Context: an optimization exercise on an open-source flow, tuned for a short achievable clock period and few clock cycles. The choices shown serve that exercise and are no tape-out recipe.
Function was checked by simulation only, so behaviour that the tests miss may differ from the original.
Power figures rest on the tool's default switching activity, not on a simulated workload.

== job 4597 ==
## black_bean
module black_bean(
    clk,
    rst_n,
    IO_MEM_R_DATA,
    IO_MEM_W_DATA,
    IO_MEM_ADDR,
    IO_MEM_R_EN,
    IO_MEM_W_EN
);
input clk, rst_n;
input  [7:0] IO_MEM_R_DATA;
output [7:0] IO_MEM_W_DATA;
output [7:0] IO_MEM_ADDR;
output       IO_MEM_R_EN;
output       IO_MEM_W_EN;
reg [7:0] ar, dr0, dr1, dr2, cr;
reg [7:0] ir;
reg       ir_v;      
reg [7:0] ir_pcx;    
reg       ir_sk;     
reg       ir_jc;     
reg       ir_ih;     
reg [7:0] ir_iv;
reg       ph;        
reg [7:0] ir2;
reg       ir2_v;
reg [7:0] ir2_a;     
reg [7:0] addr_q, wdata_q;
reg       wen_q;
reg       halted;
assign IO_MEM_R_EN   = 1'b1;
assign IO_MEM_ADDR   = addr_q;
assign IO_MEM_W_DATA = wdata_q;
assign IO_MEM_W_EN   = wen_q;
wire [7:0] rd = IO_MEM_R_DATA;
wire [7:0] fa = addr_q;         
wire [7:0] fa1 = fa + 8'd1;
wire [7:0] ir2_a1 = ir2_a + 8'd1;
reg  [8:0] sum;
reg        lt, eq, gt;
reg        alu_stale;
reg        c_add, c_cmp, c_jc, c_lt, c_eq, c_gt, c_ge, c_ne, c_le;
wire [7:0] re = ({8{c_add}} & sum[7:0]) |
                ({8{c_cmp}} & (lt ? 8'h3c : eq ? 8'h3d : 8'h3e)) |
                ({8{c_jc}}  & (eq ? ar : ir_pcx));
wire [7:0] ad = {7'd0, c_add & sum[8]};
wire br_take = (c_lt & !lt) | (c_eq & !eq) | (c_gt & !gt) |
               (c_ge & lt)  | (c_ne & eq)  | (c_le & gt);
wire br_hold = !br_take;
wire [7:0] br = br_hold ? ir_pcx : ar;
localparam NIC = 8;
reg  [7:0] ic_tag [0:NIC-1];    
reg  [7:0] ic_val [0:NIC-1];
reg  [NIC-1:0] ic_v;
reg  [2:0] ic_rr;               
reg        ins_v;               
reg  [7:0] ins_tag, ins_val;
reg        hit_f, hit_2;
reg  [7:0] hv_f, hv_2;
integer ie;
always @(*) begin
    hit_f = 1'b0; hv_f = 8'h00;
    hit_2 = 1'b0; hv_2 = 8'h00;
    for (ie = 0; ie < NIC; ie = ie + 1) begin
        if (ic_v[ie] && ic_tag[ie] == fa1) begin
            hit_f = 1'b1;
            hv_f  = hv_f | ic_val[ie];
        end
        if (ic_v[ie] && ic_tag[ie] == ir2_a1) begin
            hit_2 = 1'b1;
            hv_2  = hv_2 | ic_val[ie];
        end
    end
end
wire [3:0] s = ir[7:4];
wire [3:0] t = ir[3:0];
wire s_c    = (s == 4'hc);
  ...
clock: 5.5 ns
lec_check: 0
abc_clock_period_in_ps: 1500
cap_margin: 20
core_margin: 2
core_utilization: 40
setup_slack_margin: 4
slew_margin: 20
tns_end_percent: 100
run.sh (not shown) runs the stock make flow with config.mk's settings and CLKGATE_MAP_FILE= SYNTH_SCRIPT=/design/flow/synth_recipe.tcl, a recipe that flattens the netlist after the stock synthesis.
Testbench counts of job 4597, summed over its fixed seeds: cycles 272,325.
> inputs changed (job 4597 -> job 2638)
-- flow/design.v --
<<< job 4597, line 37
wire [7:0] fa = addr_q;         
wire [7:0] fa1 = fa + 8'd1;
wire [7:0] ir2_a1 = ir2_a + 8'd1;
reg  [8:0] sum;
>>> job 2638, line 37
wire [7:0] fa = addr_q;         
wire [7:0] fa1 = fa + 8'd1;
wire [7:0] fa_m1 = fa - 8'd1;
wire [7:0] ir2_a1 = ir2_a + 8'd1;
reg  [8:0] sum;
<<< job 4597, line 51
wire [7:0] br = br_hold ? ir_pcx : ar;
localparam NIC = 8;
reg  [7:0] ic_tag [0:NIC-1];    
reg  [7:0] ic_val [0:NIC-1];
reg  [NIC-1:0] ic_v;
reg  [2:0] ic_rr;               
reg        ins_v;               
reg  [7:0] ins_tag, ins_val;
reg        hit_f, hit_2;
reg  [7:0] hv_f, hv_2;
>>> job 2638, line 52
wire [7:0] br = br_hold ? ir_pcx : ar;
localparam NIC = 8;
reg  [7:0] ic_op  [0:NIC-1];    
reg  [7:0] ic_val [0:NIC-1];
reg  [NIC-1:0] ic_v;
reg  [2:0] ic_rr;               
reg        ins_v;               
reg  [7:0] ins_op, ins_val;
reg        hit_f, hit_2;
reg  [7:0] hv_f, hv_2;
<<< job 4597, line 64
    hit_2 = 1'b0; hv_2 = 8'h00;
    for (ie = 0; ie < NIC; ie = ie + 1) begin
        if (ic_v[ie] && ic_tag[ie] == fa1) begin
            hit_f = 1'b1;
            hv_f  = hv_f | ic_val[ie];
        end
        if (ic_v[ie] && ic_tag[ie] == ir2_a1) begin
            hit_2 = 1'b1;
            hv_2  = hv_2 | ic_val[ie];
>>> job 2638, line 65
    hit_2 = 1'b0; hv_2 = 8'h00;
    for (ie = 0; ie < NIC; ie = ie + 1) begin
        if (ic_v[ie] && ic_op[ie] == fa) begin
            hit_f = 1'b1;
            hv_f  = hv_f | ic_val[ie];
        end
        if (ic_v[ie] && ic_op[ie] == ir2_a) begin
            hit_2 = 1'b1;
            hv_2  = hv_2 | ic_val[ie];
<<< job 4597, line 197
            halted <= 1'b1;
        ins_v   <= !halted && !ph && ir_v && i_imm;
        ins_tag <= fa;
        ins_val <= rd;
        if (ins_v) begin
            ic_tag[ic_rr] <= ins_tag;
            ic_val[ic_rr] <= ins_val;
            ic_v[ic_rr]   <= 1'b1;
>>> job 2638, line 198
            halted <= 1'b1;
        ins_v   <= !halted && !ph && ir_v && i_imm;
        ins_op  <= fa - 8'd1;
        ins_val <= rd;
        if (ins_v) begin
            ic_op[ic_rr]  <= ins_op;
            ic_val[ic_rr] <= ins_val;
            ic_v[ic_rr]   <= 1'b1;
<<< job 4597, line 207
        if (b_wr) begin
            for (ie = 0; ie < NIC; ie = ie + 1)
                if (ic_tag[ie] == fa) ic_val[ie] <= wdata_q;
        end
        wen_q <= go_b && i_wr;
>>> job 2638, line 208
        if (b_wr) begin
            for (ie = 0; ie < NIC; ie = ie + 1)
                if (ic_op[ie] == fa_m1) ic_val[ie] <= wdata_q;
        end
        wen_q <= go_b && i_wr;
Notes after the runs:
Job 2638 reached the final stage; the timing, DRC and antenna checks on its layout passed. Net count reported at finish is higher on job 4597. Against job 4597 as the reference, job 2638 delivers a lower parity-gate share of the synthesized area counting xor and xnor cells. In job 2638, the sequential share of the synthesized area came out 1.9 points above the value in job 4597. Power: lower on job 4597. In the reports for job 4597 and job 2638, the larger fraction of final layout cells with drive strength greater than 1 belongs to job 2638. Taking job 2638 as 1.0, job 4597 lands at 0.854 on number of logic inverters in the finished layout. Delta (job 2638 minus job 4597): number of antenna violations at the first check in global routing has increased, detailed-routed wire length on met2 fell 4.1%.
Testbench counts of job 2638, summed over its fixed seeds: cycles 272,325.

========
run P:
The RTL this note starts from:
==> flow/design.v <==
`timescale 1ns/1ps
module black_bean(
    clk,
    rst_n,
    IO_MEM_R_DATA,
    IO_MEM_W_DATA,
    IO_MEM_ADDR,
    IO_MEM_R_EN,
    IO_MEM_W_EN
);
input clk, rst_n;
input  [7:0] IO_MEM_R_DATA;
output [7:0] IO_MEM_W_DATA;
output [7:0] IO_MEM_ADDR;
output       IO_MEM_R_EN;
output       IO_MEM_W_EN;
reg [7:0] ar, dr0, dr1, dr2, cr;
reg [7:0] ir;
reg       ir_v;      
reg       ir_raw;    
reg [7:0] ir_pcx;    
reg [7:0] ir_pcx1;   
reg       ir_sk;     
reg       ir_jc;     
reg       ir_ih;     
reg [7:0] ir_iv;
reg       ph;        
reg k_s1, k_s2, k_s3, k_s4i, k_s4, k_s5, k_s6b, k_s6, k_s7, k_s8, k_s9, k_sc;
reg k_sz;            
reg k_t1, k_t2, k_t3, k_t4, k_t5, k_t6, k_t7, k_tc;
reg k_halt, k_rdalu, k_is62, k_load, k_wr, k_imm, k_nsk;
reg k_war, k_wpc;    
reg [7:0] ir2;
reg       ir2_v;
reg [7:0] ir2_a;     
reg       ir2_h;     
reg [7:0] ir2_hv;
reg [7:0] ir2_a1;    
reg [7:0] ir2_nx;    
reg       ir2_sk, ir2_jc;
reg [7:0] wa_m1;     
reg [7:0] addr_q, wdata_q;
reg       wen_q;
reg       halted;
assign IO_MEM_R_EN   = 1'b1;
assign IO_MEM_ADDR   = addr_q;
assign IO_MEM_W_DATA = wdata_q;
assign IO_MEM_W_EN   = wen_q;
wire [7:0] rd = IO_MEM_R_DATA;
wire [7:0] fa = addr_q;         
wire [7:0] fa1 = fa + 8'd1;
wire [7:0] fa2 = fa + 8'd2;
wire [7:0] fa_m1 = fa - 8'd1;
wire [7:0] npc  = k_sc ? ir_pcx1 : ir_pcx;
wire [7:0] npc1 = npc + 8'd1;
wire [7:0] npc2 = npc + 8'd2;
reg  [8:0] sum;
reg        lt, eq, gt;
reg        alu_stale;
reg        c_add, c_cmp, c_jc, c_lt, c_eq, c_gt, c_ge, c_ne, c_le;
wire [7:0] re = ({8{c_add}} & sum[7:0]) |
                ({8{c_cmp}} & (lt ? 8'h3c : eq ? 8'h3d : 8'h3e)) |
                ({8{c_jc}}  & (eq ? ar : ir_pcx));
wire [7:0] ad = {7'd0, c_add & sum[8]};
wire br_take = (c_lt & !lt) | (c_eq & !eq) | (c_gt & !gt) |
               (c_ge & lt)  | (c_ne & eq)  | (c_le & gt);
wire br_hold = !br_take;
wire [7:0] br = br_hold ? ir_pcx : ar;
localparam NIC = 8;
reg  [7:0] ic_op  [0:NIC-1];
reg  [7:0] ic_val [0:NIC-1];
reg  [NIC-1:0] ic_v;
reg  [2:0] ic_rr;               
reg        ins_v;               
reg  [7:0] ins_op, ins_val;
reg        hit_f, hit_2;
reg  [7:0] hv_f, hv_2;
integer ie;
always @(*) begin
    hit_f = 1'b0; hv_f = 8'h00;
    hit_2 = 1'b0; hv_2 = 8'h00;
    for (ie = 0; ie < NIC; ie = ie + 1) begin
        if (ic_v[ie] && ic_op[ie] == fa) begin
            hit_f = 1'b1;
            hv_f  = hv_f | ic_val[ie];
        end
        if (ic_v[ie] && ic_op[ie] == npc) begin
            hit_2 = 1'b1;
            hv_2  = hv_2 | ic_val[ie];
        end
    end
end
wire [7:0] imm = ir_ih ? ir_iv : rd;
wire [7:0] v = ({8{k_s1 }} & ir)         |
               ({8{k_s2 }} & ir_pcx)     |
               ({8{k_s3 }} & ar)         |
               ({8{k_s4i}} & (dr0 + 8'd1)) |
               ({8{k_s4 }} & dr0)        |
               ({8{k_s5 }} & dr1)        |
               ({8{k_s6b}} & br)         |
               ({8{k_s6 }} & cr)         |
               ({8{k_s7 }} & dr2)        |
               ({8{k_s8 }} & re)         |
               ({8{k_s9 }} & ad)         |
               ({8{k_sc }} & ir_iv);
wire [7:0] wv = k_sz ? 8'h00 : v;    
wire live   = !halted && !ph && ir_v && !ir_raw;
wire stall  = alu_stale && k_rdalu;
wire run    = live && !stall && !k_halt;
wire go_b   = run && (k_load || k_wr);          
wire go_a   = run && !(k_load || k_wr);         
wire jump   = k_t2 && !ir_jc && !(k_is62 && br_hold);
wire a_jump = go_a && jump;
wire a_irx  = go_a && k_t1;
wire a_imm  = go_a && k_imm && !k_t1 && !k_t2;   
wire a_skp  = go_a && k_nsk && !k_imm && !k_t1 && !jump;
wire a_seq  = go_a && !jump && !k_t1 && !k_imm && !k_nsk;
wire a_dec  = !halted && !ph && ir_v && ir_raw;   
wire b_ld   = ph && !wen_q;
wire b_wr   = ph && wen_q;
wire b_jump = b_ld && k_t2;
wire b_irx  = b_ld && k_t1;
wire b_next = ph && !b_jump && !b_irx;
wire i2_ok  = ir2_v && !(b_wr && (fa == ir2_a || (ir2_h && fa == ir2_a1)));
wire bubble  = !halted && !ph && !ir_v;
wire fetch   = bubble || a_seq;
wire xfer    = b_next && i2_ok;
wire refetch = b_next && !i2_ok;
wire f_sc  = (rd[7:4] == 4'hc);
wire f_tr  = (rd[3:0] != 4'h0) && (rd[3] == 1'b0);
wire f_sk  = f_sc && (!f_tr || hit_f);
wire f_jc  = f_sc && (rd[3:0] == 4'h2) && hit_f;
wire x_sk  = f_sc && (!f_tr || hit_2);
wire x_jc  = f_sc && (rd[3:0] == 4'h2) && hit_2;
wire w_cdd   = go_a && (k_t4 || k_t5 || k_t6);
wire [7:0] ar_next = (go_a && k_t3) ? v : ar;    
wire p_take  = fetch && !w_cdd && !alu_stale && (rd == 8'h62) && br_take;
wire cr_imm = go_a && k_t6 && k_sc;
wire cr_ld  = b_ld && k_t6;
wire cr_reg = go_a && k_t6 && !k_sc;
wire [7:0] crn = cr_imm ? imm : cr_ld ? rd : cr;
wire [7:0] nb = xfer ? ir2 : a_dec ? ir : rd;
wire       nh = xfer ? ir2_h : a_dec ? 1'b0 : hit_f;
wire       nsk = xfer ? ir2_sk : a_dec ? 1'b0 : f_sk;
wire [3:0] ns = nb[7:4];
wire [3:0] nt = nb[3:0];
wire       ntr = (nt != 4'h0) && (nt[3] == 1'b0);
wire hold   = halted || (!ph && ir_v && (ir_raw || stall || k_halt));
wire s_fpt  = fetch && p_take;
wire s_fjc  = fetch && f_jc;
wire s_fsk  = fetch && f_sk && !f_jc;
wire s_f1   = fetch && !f_sk && !p_take;
wire s_npc  = a_irx || b_irx || a_imm || a_skp;
wire [7:0] addr_n = ({8{go_b && k_war}}     & ar)      |
                    ({8{go_b && k_wpc}}     & ir_pcx)  |
                    ({8{xfer}}              & ir2_nx)  |
                    ({8{a_jump && k_sc}}    & imm)     |
                    ({8{a_jump && !k_sc}}   & v)       |
                    ({8{b_jump}}            & rd)      |
                    ({8{s_npc}}             & npc)     |
                    ({8{refetch}}           & ir2_a)   |
                    ({8{s_fpt}}             & ar_next) |
                    ({8{s_fjc}}             & hv_f)    |
                    ({8{s_fsk}}             & fa2)     |
                    ({8{s_f1}}              & fa1)     |
                    ({8{hold}}              & fa);
always @(posedge clk) begin
    sum <= {1'b0, dr0} + {1'b0, dr1};
    lt  <= dr0 < dr1;
    eq  <= dr0 == dr1;
    gt  <= dr0 > dr1;
    c_add <= crn == 8'h11;
    c_cmp <= crn == 8'h01;
    c_jc  <= crn == 8'h10;
    c_lt  <= crn == 8'h01;
    c_eq  <= crn == 8'h02;
    c_gt  <= crn == 8'h03;
    c_ge  <= crn == 8'h04;
    c_ne  <= crn == 8'h05;
    c_le  <= crn == 8'h06;
    addr_q <= addr_n;
    if (!rst_n) begin
        ar <= 8'h00; dr0 <= 8'h00; dr1 <= 8'h00; dr2 <= 8'h00; cr <= 8'h00;
        ir_v    <= 1'b0;
        ph      <= 1'b0;
        ir2_v   <= 1'b0;
        addr_q  <= 8'h00;
        wen_q   <= 1'b0;
        halted  <= 1'b0;
        alu_stale <= 1'b1;
        ic_v    <= {NIC{1'b0}};
        ic_rr   <= 3'd0;
        ins_v   <= 1'b0;
    end else begin
        if (go_a && !k_imm) begin
            if (k_t3) ar  <= v;
            if (k_t4) dr0 <= v;
            if (k_t5) dr1 <= v;
            if (k_t6) cr  <= v;
            if (k_t7) dr2 <= v;
        end
        if (b_ld || (go_a && k_imm)) begin
            if (k_t3) ar  <= rd;
            if (k_t4) dr0 <= rd;
            if (k_t5) dr1 <= rd;
            if (k_t6) cr  <= rd;
            if (k_t7) dr2 <= rd;
        end
        alu_stale <= (go_a && (k_t4 || k_t5 || cr_reg)) || (b_ld && (k_t4 || k_t5));
        if (live && !stall && k_halt)
            halted <= 1'b1;
        ins_v   <= live && k_imm;
        ins_op  <= fa_m1;
        ins_val <= rd;
        if (ins_v) begin
            ic_op[ic_rr]  <= ins_op;
            ic_val[ic_rr] <= ins_val;
            ic_v[ic_rr]   <= 1'b1;
            ic_rr         <= ic_rr + 3'd1;
        end
        if (b_wr) begin
            for (ie = 0; ie < NIC; ie = ie + 1)
                if (ic_op[ie] == wa_m1) ic_val[ie] <= wdata_q;
        end
        wen_q <= go_b && k_wr;
        ph    <= go_b;
        if (go_b) begin
            ir2    <= rd;
            ir2_a  <= npc;
            ir2_a1 <= npc1;
            ir2_v  <= !k_nsk;
            ir2_h  <= hit_2;
            ir2_hv <= hv_2;
            ir2_sk <= x_sk;
            ir2_jc <= x_jc;
            ir2_nx <= x_jc ? hv_2 : x_sk ? npc2 : npc1;
            wdata_q <= wv;
            wa_m1  <= k_wpc ? ir_pcx - 8'd1 : ar - 8'd1;
        end
        if (fetch || xfer || a_dec) begin
            ir     <= nb;
            ir_v   <= 1'b1;
            ir_raw <= 1'b0;
            if (!a_dec) begin
                ir_pcx <= xfer ? ir2_a1 : fa1;
                ir_pcx1 <= xfer ? ir2_a1 + 8'd1 : fa2;
                ir_sk  <= nsk;
                ir_jc  <= xfer ? ir2_jc : (f_jc || p_take);
                ir_ih  <= nh;
                ir_iv  <= xfer ? ir2_hv : hv_f;
            end
            k_s1  <= ns == 4'h1;
            k_s2  <= ns == 4'h2;
            k_s3  <= ns == 4'h3;
            k_s4i <= ns == 4'h4 && nt == 4'h4;
            k_s4  <= ns == 4'h4 && nt != 4'h4;
            k_s5  <= ns == 4'h5;
            k_s6b <= ns == 4'h6 && nt == 4'h2;
            k_s6  <= ns == 4'h6 && nt != 4'h2;
            k_s7  <= ns == 4'h7;
            k_s8  <= ns == 4'h8;
            k_s9  <= ns == 4'h9;
            k_sc  <= ns == 4'hc;
            k_sz  <= ns == 4'hc || ns == 4'hd || ns == 4'he;
            k_t1  <= nt == 4'h1;
            k_t2  <= nt == 4'h2;
            k_t3  <= nt == 4'h3;
            k_t4  <= nt == 4'h4;
            k_t5  <= nt == 4'h5;
            k_t6  <= nt == 4'h6;
            k_t7  <= nt == 4'h7;
            k_tc  <= nt == 4'hc;
            k_halt  <= nb == 8'h00;
            k_rdalu <= ns == 4'h8 || ns == 4'h9 || (ns == 4'h6 && nt == 4'h2);
            k_is62  <= ns == 4'h6 && nt == 4'h2;
            k_load  <= ns == 4'hd && ntr;
            k_wr    <= nt == 4'hc || nt == 4'hd;
            k_imm   <= ns == 4'hc && ntr && !nh;
            k_nsk   <= ns == 4'hc && !nsk;
            k_war   <= (ns == 4'hd && ntr) ||
                       ((nt == 4'hd) && (ns != 4'hc));
            k_wpc   <= (nt == 4'hc) || ((nt == 4'hd) && (ns == 4'hc));
        end
        if (a_jump || b_jump)
            ir_v   <= 1'b0;
        if (a_irx || b_irx) begin
            ir     <= (b_irx || k_imm) ? rd : v;
            ir_v   <= 1'b1;
            ir_raw <= 1'b1;
            ir_pcx <= npc;
            ir_pcx1 <= npc1;
            ir_sk  <= 1'b0;
            ir_jc  <= 1'b0;
            ir_ih  <= 1'b0;
        end
        if (a_imm || a_skp || refetch)
            ir_v   <= 1'b0;
    end
end
endmodule
clock: 5.5 ns
lec_check: 0
abc_clock_period_in_ps: 1500
cap_margin: 20
core_margin: 2
core_utilization: 40
setup_slack_margin: 4
slew_margin: 20
tns_end_percent: 100
Testbench counts of run P, summed over its fixed seeds: cycles 272,325.
Input-level comparison between run K and run P:
-- flow/design.v --
<<< run P, line 103
               ({8{k_s8 }} & re)         |
               ({8{k_s9 }} & ad)         |
               ({8{k_sc }} & ir_iv);
wire [7:0] wv = k_sz ? 8'h00 : v;    
wire live   = !halted && !ph && ir_v && !ir_raw;
>>> run K, line 103
               ({8{k_s8 }} & re)         |
               ({8{k_s9 }} & ad)         |
               ({8{k_sc }} & imm);
wire [7:0] wv = k_sz ? 8'h00 : v;    
wire live   = !halted && !ph && ir_v && !ir_raw;
<<< run P, line 134
wire x_jc  = f_sc && (rd[3:0] == 4'h2) && hit_2;
wire w_cdd   = go_a && (k_t4 || k_t5 || k_t6);
wire [7:0] ar_next = (go_a && k_t3) ? v : ar;    
wire p_take  = fetch && !w_cdd && !alu_stale && (rd == 8'h62) && br_take;
wire cr_imm = go_a && k_t6 && k_sc;
>>> run K, line 134
wire x_jc  = f_sc && (rd[3:0] == 4'h2) && hit_2;
wire w_cdd   = go_a && (k_t4 || k_t5 || k_t6);
wire [7:0] ar_next = (go_a && k_t3) ? v : ar;
wire p_take  = fetch && !w_cdd && !alu_stale && (rd == 8'h62) && br_take;
wire cr_imm = go_a && k_t6 && k_sc;
<<< run P, line 193
        ins_v   <= 1'b0;
    end else begin
        if (go_a && !k_imm) begin
            if (k_t3) ar  <= v;
            if (k_t4) dr0 <= v;
>>> run K, line 193
        ins_v   <= 1'b0;
    end else begin
        if (go_a) begin
            if (k_t3) ar  <= v;
            if (k_t4) dr0 <= v;
<<< run P, line 200
            if (k_t7) dr2 <= v;
        end
        if (b_ld || (go_a && k_imm)) begin
            if (k_t3) ar  <= rd;
            if (k_t4) dr0 <= rd;
>>> run K, line 200
            if (k_t7) dr2 <= v;
        end
        if (b_ld) begin
            if (k_t3) ar  <= rd;
            if (k_t4) dr0 <= rd;
<<< run P, line 285
            ir_v   <= 1'b0;
        if (a_irx || b_irx) begin
            ir     <= (b_irx || k_imm) ? rd : v;
            ir_v   <= 1'b1;
            ir_raw <= 1'b1;
>>> run K, line 285
            ir_v   <= 1'b0;
        if (a_irx || b_irx) begin
            ir     <= b_irx ? rd : (k_sc ? imm : v);
            ir_v   <= 1'b1;
            ir_raw <= 1'b1;
[summary]
Compared with run P, in run K die span in x shows a reduction of about 1.3%, fraction of the mapped netlist area in adder cells neither gained nor lost much, maximum frequency went up by about 4.6%, worst hold margin lower.
Number of buffers other than clock buffers in the final layout (run P / run K): 1.07
Met2 routing resource usage after global routing (run K over run P): increase, 0.86 points
Changes observed in run K relative to run P: register share of the cell area increased by 1.5 points relative to the old numbers; post-layout minimum cycle time decreased by 0.14 ns relative to the old numbers; total die area decreased by 0.0014 mm^2 relative to the old numbers.
Cmp run K vs run P: combinational power lower in run K
Testbench counts of run K, summed over its fixed seeds: cycles 272,325.

-- separate check: timing with driven ports --
No port has a modelled driver above. Below, the same layouts with a new extraction and two added sets of constraints.
Step 1 sets driving cells, clkbuf_16 on the clock port and buf_2 on the other inputs (assumed; they add their load-dependent delay and slew).
Step 2 moves the port delays by t, midway between the first and last clock arrival at a register: inputs arrive t later, outputs are due t later. That takes back most of the time a late clock gives input paths.
Slacks: no drivers / after step 1 / after step 2; pairs: no drivers / after step 1.
run	t (ns)	setup slack, ns	hold slack, ns	pins driven straight from the clock port
job 4597	0.625	2.003 / 2.003 / 1.557	0.527 / 0.527 / 0.527	1
job 2638	0.603	2.250 / 2.250 / 1.878	0.538 / 0.538 / 0.538	1
run P	0.643	2.291 / 2.291 / 2.053	0.489 / 0.489 / 0.489	1
run K	0.628	2.433 / 2.433 / 2.220	0.480 / 0.480 / 0.480	1
After both steps setup and hold are still met in every run listed. For job 4597, which loses most, drivers alone change the setup slack by 0.000 ns; drivers and shift together by -0.446 ns.
